From an optimization exercise on the open Yosys and OpenROAD flow, aimed at a short achievable clock period and few clock cycles; shortcuts taken in it are not production practice.
In this exercise RTL edits were held to simulation tests only and were not proved equivalent to the original.

before:
## Pipeline_CPU
module Pipeline_CPU(
    input clk,                  
    input rst,                  
    input [31:0] Data_in,       
    input [31:0] inst_IF,       
    output [31:0] PC_out_IF,    
    output MemRW_Mem,           
    output [31:0] Addr_out,     
    output [31:0] Data_out      
);
clock: 6.0 ns
lec_check: 0
cap_margin: 40
core_margin: 2
core_utilization: 40
place_density: 0.6
setup_slack_margin: 3.2
slew_margin: 40
synth_hierarchical: 1
run.sh (not shown) runs the stock make flow with config.mk's settings and CLKGATE_MAP_FILE= SYNTH_SCRIPT=/design/flow/synth_recipe.tcl, a recipe that flattens the netlist after the stock synthesis.
before: complete, dirty (antenna rules)
Testbench counts of before, summed over its fixed seeds: cycles 39,818.
--- input diff before..after ---
--- a/flow/design.v
+++ b/flow/design.v
@@ -13,18 +13,19 @@
     reg  [31:2] pc;
     reg  [31:0] pc_oh;           
     reg  [31:0] ic_v;
     reg  [11:7] ic_tag [0:31];
     reg  [31:0] ic_w   [0:31];
     reg  [31:0] w1_q;
     reg         w1_okq;
     reg  [31:0] w1_o1, w1_o2;      
     reg  [31:0] btb_v;
+    reg  [31:0] btb_tkv;         
     reg  [31:0] btb_tw  [0:31];
     reg  [31:0] btb_twv;
     reg  [8:7]  btb_tag [0:31];
     reg  [11:2] btb_tgt [0:31];
     reg  [11:2] btb_tg4 [0:31];
     reg  [1:0]  btb_cnt [0:31];
     reg         x0_chk, x1_chk;            
     reg         x0_wr,  x1_wr;             
     reg  [4:0]  x0_rd,  x1_rd;
@@ -97,24 +98,24 @@
         assign tgts_f[10*gi +: 10] = btb_tgt[gi];
         assign tg4s_f[10*gi +: 10] = btb_tg4[gi];
         assign cnts_f[2*gi +: 2]   = btb_cnt[gi];
     end endgenerate
     wire        b0_hit, b0_tk, b1_hit, b1_tk;
     wire [1:0]  b0_cnt, b1_cnt;
     wire [11:2] b0_tgt, b0_tg4, b1_tgt, b1_tg4;
     wire [31:0] b0_tw, b1_tw;
     wire        b0_twv, b1_twv;
-    btb_look u_b0 (.oh(pc_oh), .tag(pc[8:7]), .v(btb_v), .tags(tags_f), .tgts(tgts_f),
+    btb_look u_b0 (.oh(pc_oh), .tag(pc[8:7]), .v(btb_v), .tkv(btb_tkv), .tags(tags_f), .tgts(tgts_f),
                    .tg4s(tg4s_f), .cnts(cnts_f),
                    .tws(tws_f), .twv(btb_twv),
                    .hit(b0_hit), .tk(b0_tk), .cnt(b0_cnt), .tgt(b0_tgt), .tg4(b0_tg4),
                    .tw(b0_tw), .twok(b0_twv));
-    btb_look u_b1 (.oh(oh1), .tag(pc4[8:7]), .v(btb_v), .tags(tags_f), .tgts(tgts_f),
+    btb_look u_b1 (.oh(oh1), .tag(pc4[8:7]), .v(btb_v), .tkv(btb_tkv), .tags(tags_f), .tgts(tgts_f),
                    .tg4s(tg4s_f), .cnts(cnts_f),
                    .tws(tws_f), .twv(btb_twv),
                    .hit(b1_hit), .tk(b1_tk), .cnt(b1_cnt), .tgt(b1_tgt), .tg4(b1_tg4),
                    .tw(b1_tw), .twok(b1_twv));
     wire [31:0] rf01 = (r01 == 5'd0) ? 32'd0 : rf[r01];
     wire [31:0] rf02 = (r02 == 5'd0) ? 32'd0 : rf[r02];
     wire [31:0] rf11, rf12;
     wire [1023:0] rf_f;
     assign rf_f[31:0] = 32'd0;
@@ -407,18 +408,27 @@
             btb_twv <= 32'd0;
         end else begin
             for (i = 0; i < 32; i = i + 1)
                 if (u1_oh[i] & u1_ins)      btb_twv[i] <= u1_twok;
                 else if (u0_oh[i] & u0_ins) btb_twv[i] <= u0_twok;
         end
     end
     always @(posedge clk or posedge rst) begin
         if (rst) begin
+            btb_tkv <= 32'd0;
+        end else begin
+            for (i = 0; i < 32; i = i + 1)
+                if (u1_oh[i] & (u1_ins | u1_dec | u1_clr))      btb_tkv[i] <= ~u1_clr & u1_cnt[1];
+                else if (u0_oh[i] & (u0_ins | u0_dec | u0_clr)) btb_tkv[i] <= ~u0_clr & u0_cnt[1];
+        end
+    end
+    always @(posedge clk or posedge rst) begin
+        if (rst) begin
             btb_v <= 32'd0;
         end else begin
             for (i = 0; i < 32; i = i + 1)
                 if (u1_oh[i] & (u1_ins | u1_clr))      btb_v[i] <= u1_ins;
                 else if (u0_oh[i] & (u0_ins | u0_clr)) btb_v[i] <= u0_ins;
         end
     end
     always @(posedge clk) begin
         for (i = 0; i < 32; i = i + 1) begin
@@ -525,19 +535,19 @@
     assign y = ({32{s0}} & d0) | ({32{s1}} & d1) | ({32{s2}} & d2) | ({32{s3}} & d3);
 endmodule
 module sel7(input s0, input s1, input s2, input s3, input s4, input s5, input s6,
             input [31:0] d0, input [31:0] d1, input [31:0] d2, input [31:0] d3,
             input [31:0] d4, input [31:0] d5, input [31:0] d6,
             output [31:0] y);
     assign y = ({32{s0}} & d0) | ({32{s1}} & d1) | ({32{s2}} & d2) | ({32{s3}} & d3)
              | ({32{s4}} & d4) | ({32{s5}} & d5) | ({32{s6}} & d6);
 endmodule
-module btb_look(input [31:0] oh, input [8:7] tag, input [31:0] v,
+module btb_look(input [31:0] oh, input [8:7] tag, input [31:0] v, input [31:0] tkv,
                 input [63:0] tags, input [319:0] tgts, input [319:0] tg4s, input [63:0] cnts,
                 input [1023:0] tws, input [31:0] twv,
                 output hit, output tk, output [1:0] cnt, output [11:2] tgt, output [11:2] tg4,
                 output [31:0] tw, output twok);
     reg        rv, rtv;
     reg [31:0] rtw;
     reg [1:0]  rtag, rcnt;
     reg [9:0]  rtgt, rtg4;
     integer k;
@@ -550,19 +560,19 @@
             rv   = rv   | (oh[k] & v[k]);
             rtag = rtag | ({2{oh[k]}} & tags[2*k +: 2]);
             rcnt = rcnt | ({2{oh[k]}} & cnts[2*k +: 2]);
             rtgt = rtgt | ({10{oh[k]}} & tgts[10*k +: 10]);
             rtg4 = rtg4 | ({10{oh[k]}} & tg4s[10*k +: 10]);
         end
     end
     assign hit = rv;
     assign cnt = rcnt;
-    assign tk  = rv & rcnt[1];
+    assign tk  = |(oh & tkv);
     assign tgt = rtgt;
     assign tg4 = rtg4;
     assign tw  = rtw;
     assign twok = rtv;
 endmodule
 module ic_look(input [31:0] oh, input [11:7] tag, input [31:0] v,
                input [159:0] tags, input [1023:0] ws, output ok, output [31:0] w);
     reg        rv;
     reg [4:0]  rtag;
## What came out
- Of before and after, only after finishes the flow clean.
- What the final checks of before revealed, after a flow that finished every stage, was a layout that fails on antenna rules.
- For register fraction of the total cell area, before and after come out practically identical.
- Taking before as the reference, in after number of gates on the worst path with buffers counted moved up, final area went up by about 1%, global router's overall resource usage barely changed, core utilization now larger, overall die area grew by 5000 sq um.
- As far as final global-route overflow total goes, before and after are indistinguishable; the numbers are identical.
- On multi-input logic portion of the cell area: after sits below before.
- On relative area of clock buffers and inverters in the final design, before tracks after almost exactly.
- Met1 demand-to-capacity share in global routing: before vs after, no meaningful difference
- From before to after the numbers moved as follows: tap cell count higher, worst setup timing slack at the placement stage higher.
Testbench counts of after, summed over its fixed seeds: cycles 39,818.

## re-timing with driven ports
No port has a modelled driver above. Below, the same layouts with a new extraction and two added sets of constraints.
Step 1: set_driving_cell puts a clkbuf_16 on clk and a buf_2 on each other input, an assumption about the parent block.
Step 2 times the ports against the registers' clock, not the clock port: input delays grow and output delays shrink by t, the midpoint of the rising clock arrivals with the driver on.
Slacks: ideal ports / drivers / drivers and shift; pairs: ideal ports / drivers.
run	t, ns	slack for setup (ns)	worst hold slack (ns)	worst setup path after step 2	pins driven straight from the clock port
before	1.421	1.790 / 1.790 / 0.476	0.275 / 0.303 / 0.423	input to register	1
after	1.366	1.929 / 1.708 / 0.342	0.436 / 0.336 / 0.456	input to register	1
The setup slack of after, which loses most, moves by -0.221 ns with the drivers and by -1.587 ns with both steps.
